This is an optimization exercise on Yosys and OpenROAD, whose aim is a short achievable clock period and few clock cycles, not a production implementation.
In this exercise RTL edits were held to simulation tests only and were not proved equivalent to the original.

==> inputs of v20 <==
==> flow/design.v (excerpt) <==
module CPUTop(
  input         clock,
  input         reset,
  input         run,
  output        done,
  output [15:0] imem_addr,
  input  [31:0] imem_rdata,
  output [15:0] dmem_addr,
  input  [31:0] dmem_rdata,
  output        dmem_we,
  output [31:0] dmem_wdata
);
  localparam [5:0] OP_JR=6'b000100, OP_JEQ=6'b000101, OP_JLT=6'b000110,
                   OP_LI=6'b001000, OP_SD=6'b001001, OP_LD=6'b001010, OP_ADDI=6'b010000,
                   OP_ADD=6'b010001, OP_SUB=6'b010010, OP_MULT=6'b100000, OP_END=6'b111111;
  reg [31:0] regs [0:31];
  reg        e_v;       
  reg        e_end;     
  reg        e_sd, e_ld, e_wen, e_jr, e_jeq, e_jlt;
  reg        e_add, e_sub, e_mul, e_li;
  reg [4:0]  e_a;
  reg [15:0] e_imm;
  reg [31:0] e_ra, e_rb, e_op2;
  reg [15:0] npc;       
  wire eq = e_ra == e_rb;
  wire lt = e_ra < e_rb;
  wire taken = e_jr | (e_jeq & eq) | (e_jlt & lt);
  assign imem_addr = taken ? e_imm : npc;
  wire [31:0] sum  = e_rb + e_op2;
  wire [31:0] diff = e_rb - e_op2;
  wire [31:0] prod;
  mul32lo mul(.a(e_rb), .b(e_op2), .p(prod));
  reg  [31:0] res;
  always @(*) begin
    res = 32'h0;
    if (e_add) res = sum;
    if (e_sub) res = diff;
    if (e_mul) res = prod;
    if (e_li)  res = {16'h0, e_imm};
    if (e_ld)  res = dmem_rdata;
  end
  assign dmem_addr  = e_rb[15:0];
  assign dmem_wdata = e_ra;
  assign dmem_we    = e_sd & run & ~reset;
  assign done       = e_end;
  wire adv = ~reset & ~e_end & (run | ~e_v);
  wire wr  = e_wen & run & ~reset;
  always @(posedge clock) begin
    if (wr) regs[e_a] <= res;
  end
  wire [31:0] ins = imem_rdata;
  wire [5:0]  op  = ins[31:26];
  wire [4:0]  fa  = ins[25:21];
  wire [4:0]  fb  = ins[20:16];
  wire [4:0]  fc  = ins[15:11];
  wire [15:0] imm = ins[15:0];
  wire fwd_a = e_wen & (e_a == fa);
  wire fwd_b = e_wen & (e_a == fb);
  wire fwd_c = e_wen & (e_a == fc);
  wire [31:0] va = fwd_a ? res : regs[fa];
  wire [31:0] vb = fwd_b ? res : regs[fb];
  wire [31:0] vc = fwd_c ? res : regs[fc];
  wire d_sd  = op == OP_SD;
  wire d_ld  = op == OP_LD;
  wire d_end = op == OP_END;
  wire d_imm = (op == OP_ADDI) | (op == OP_LI);
  wire d_wen = d_ld | ((op[5] | op[4] | op[3]) & ~d_sd & ~d_end);
  always @(posedge clock) begin
  ...
==> module CPUTop, before the edit <==
module CPUTop(
  input         clock,
  input         reset,
  input         run,
  output        done,
  output [15:0] imem_addr,
  input  [31:0] imem_rdata,
  output [15:0] dmem_addr,
  input  [31:0] dmem_rdata,
  output        dmem_we,
  output [31:0] dmem_wdata
);
  localparam [5:0] OP_JR=6'b000100, OP_JEQ=6'b000101, OP_JLT=6'b000110,
                   OP_LI=6'b001000, OP_SD=6'b001001, OP_LD=6'b001010, OP_ADDI=6'b010000,
                   OP_ADD=6'b010001, OP_SUB=6'b010010, OP_MULT=6'b100000, OP_END=6'b111111;
  reg [31:0] regs [0:31];
  reg        e_v;       
  reg        e_end;     
  reg        e_sd, e_ld, e_wen, e_jr, e_jeq, e_jlt;
  reg        e_add, e_sub, e_mul, e_li;
  reg [4:0]  e_a;
  reg [15:0] e_imm;
  reg [31:0] e_ra, e_rb, e_op2;
  reg [15:0] npc;       
  wire eq = e_ra == e_rb;
  wire lt = e_ra < e_rb;
  wire taken = e_jr | (e_jeq & eq) | (e_jlt & lt);
  assign imem_addr = taken ? e_imm : npc;
  wire [31:0] sum  = e_rb + e_op2;
  wire [31:0] diff = e_rb - e_op2;
  wire [31:0] prod;
  mul32lo mul(.a(e_rb), .b(e_op2), .p(prod));
  reg  [31:0] res;
  always @(*) begin
    res = 32'h0;
    if (e_add) res = sum;
    if (e_sub) res = diff;
    if (e_mul) res = prod;
    if (e_li)  res = {16'h0, e_imm};
    if (e_ld)  res = dmem_rdata;
  end
  assign dmem_addr  = e_rb[15:0];
  assign dmem_wdata = e_ra;
  assign dmem_we    = e_sd & run & ~reset;
  assign done       = e_end;
  wire adv = ~reset & ~e_end & (run | ~e_v);
  wire wr  = e_wen & run & ~reset;
  always @(posedge clock) begin
    if (wr) regs[e_a] <= res;
  end
  wire [31:0] ins = imem_rdata;
  wire [5:0]  op  = ins[31:26];
  wire [4:0]  fa  = ins[25:21];
  wire [4:0]  fb  = ins[20:16];
  wire [4:0]  fc  = ins[15:11];
  wire [15:0] imm = ins[15:0];
  wire fwd_a = e_wen & (e_a == fa);
  wire fwd_b = e_wen & (e_a == fb);
  wire fwd_c = e_wen & (e_a == fc);
  wire [31:0] va = fwd_a ? res : regs[fa];
  wire [31:0] vb = fwd_b ? res : regs[fb];
  wire [31:0] vc = fwd_c ? res : regs[fc];
  wire d_sd  = op == OP_SD;
  wire d_ld  = op == OP_LD;
  wire d_end = op == OP_END;
  wire d_imm = (op == OP_ADDI) | (op == OP_LI);
  wire d_wen = d_ld | ((op[5] | op[4] | op[3]) & ~d_sd & ~d_end);
  always @(posedge clock) begin
    if (reset) begin
      e_v <= 1'b0; e_end <= 1'b0; e_sd <= 1'b0; e_ld <= 1'b0; e_wen <= 1'b0;
      e_jr <= 1'b0; e_jeq <= 1'b0; e_jlt <= 1'b0;
      npc <= 16'h0;
    end else if (adv) begin
      e_v   <= 1'b1;
      e_end <= d_end;
      e_sd  <= d_sd;
      e_ld  <= d_ld;
      e_wen <= d_wen;
      e_jr  <= op == OP_JR;
      e_jeq <= op == OP_JEQ;
      e_jlt <= op == OP_JLT;
      npc   <= imem_addr + 16'h1;
    end
  end
  always @(posedge clock) begin
    if (adv) begin
      e_add <= (op == OP_ADD) | (op == OP_ADDI);
      e_sub <= op == OP_SUB;
      e_mul <= op == OP_MULT;
      e_li  <= op == OP_LI;
      e_a   <= fa;
      e_imm <= imm;
      e_ra  <= va;
      e_rb  <= vb;
      e_op2 <= d_imm ? {16'h0, imm} : vc;
    end
  end
endmodule
==> flow/config.mk <==
export PLATFORM = sky130hd
export DESIGN_NAME = CPUTop
export DESIGN_NICKNAME = CPUTop
export VERILOG_FILES = /design/flow/design.v
export SDC_FILE = /design/flow/constraint.sdc
export NUM_CORES = 4
export LEC_CHECK = 0
export ABC_CLOCK_PERIOD_IN_PS = 4000
export CAP_MARGIN = 20
export CORE_MARGIN = 2
export CORE_UTILIZATION = 40
export SETUP_SLACK_MARGIN = 5
export SLEW_MARGIN = 20
==> flow/constraint.sdc <==
create_clock -name core_clock -period 17.5 [get_ports {clock}]
set_input_delay 3.5000 -clock core_clock [delete_from_list [all_inputs] [get_ports {clock}]]
set_output_delay 3.5000 -clock core_clock [all_outputs]
set_load 0.01 [all_outputs]
standard.sh (not shown) runs the stock make flow with config.mk's settings and CLKGATE_MAP_FILE= SYNTH_SCRIPT=/design/flow/synth_recipe.tcl, a recipe that flattens the netlist after the stock synthesis.
==> flow/flow/run.sh <==
#!/bin/bash
# The standard layout, with the resizer asked to leave 10 ns of setup slack
# at the design's 17.5 ns clock (the SDC is unchanged), the pins of the
# run/reset -> dmem_we path placed side by side, and more global-routing
# iterations against congestion.
set -euo pipefail
bash standard.sh SETUP_SLACK_MARGIN=10 PRE_IO_PLACEMENT_TCL=$PWD/flow/io.tcl \
  "GLOBAL_ROUTE_ARGS=-congestion_iterations 100 -congestion_report_iter_step 5 -verbose" \
  finish > standard.log 2>&1
==> flow/flow/io.tcl <==
# Keep the pins of the one path from inputs straight to an output together:
# dmem_we depends on run and reset in the same cycle.
set_io_pin_constraint -group -order -pin_names {reset run dmem_we}
==> v29 (differences from v20) <==
--- a/flow/design.v
+++ b/flow/design.v
@@ -858,4 +858,20 @@
     if (wr) regs[e_a] <= res;
   end
+  reg [7:0]  jv;
+  reg [15:0] ja [0:7];
+  reg [15:0] jt [0:7];
+  wire [15:0] pn = imem_addr + 16'h1;
+  wire jhit = jv[pn[2:0]] & (ja[pn[2:0]] == pn);
+  wire d_jr = imem_rdata[31:26] == OP_JR;
+  always @(posedge clock) begin
+    if (reset) jv <= 8'h0;
+    else if (adv & d_jr) jv[imem_addr[2:0]] <= 1'b1;
+  end
+  always @(posedge clock) begin
+    if (adv & d_jr) begin
+      ja[imem_addr[2:0]] <= imem_addr;
+      jt[imem_addr[2:0]] <= imem_rdata[15:0];
+    end
+  end
   wire [31:0] ins = imem_rdata;
   wire [5:0]  op  = ins[31:26];
@@ -889,5 +905,5 @@
       e_jeq <= op == OP_JEQ;
       e_jlt <= op == OP_JLT;
-      npc   <= imem_addr + 16'h1;
+      npc   <= jhit ? jt[pn[2:0]] : pn;
     end
   end
==> notes <==
- In v20 the final area is smaller than in v29, by about 14%.
- In v29 the first-iteration DRC count is larger than in v20, by 16%.
- In v20 the setup slack is higher than in v29, by 0.15 ns.
- v29 produced a clean layout. v20 completed without violations.
- Worst hold slack: v29 is lower than v20 (0.0070 ns).
Testbench counts of v20, summed over its fixed seeds: cycles 201,258.
Testbench counts of v29, summed over its fixed seeds: cycles 175,476.

[static timing again, ports no longer ideal]
How much do the figures lean on ideal ports? The routed layouts below were timed once more, with nothing changed but the port constraints.
Step 1 (the two cells are an assumption about what drives the block):
set clk [get_ports {clock}]
set_driving_cell -lib_cell sky130_fd_sc_hd__clkbuf_16 $clk
set_driving_cell -lib_cell sky130_fd_sc_hd__buf_2 [delete_from_list [all_inputs] $clk]
Step 2 also shifts input and output timing later by t, the mid clock arrival at the registers, as if the neighbouring blocks saw the same clock.
a / b / c = ideal / step 1 / step 2; a / b = the first two.
run	t, ns	setup slack, ns	hold slack, ns	clock arrival spread, ns	worst register clock-pin slew, ns
v20	0.826	10.022 / 9.973 / 9.531	0.475 / 0.475 / 0.475	0.075 / 0.074	0.08 / 0.08
v29	0.929	9.872 / 9.824 / 9.270	0.468 / 0.468 / 0.468	0.058 / 0.058	0.07 / 0.07
After both steps setup and hold are still met in every run listed. The setup slack of v29, which loses most, moves by -0.048 ns with the drivers and by -0.602 ns with both steps.
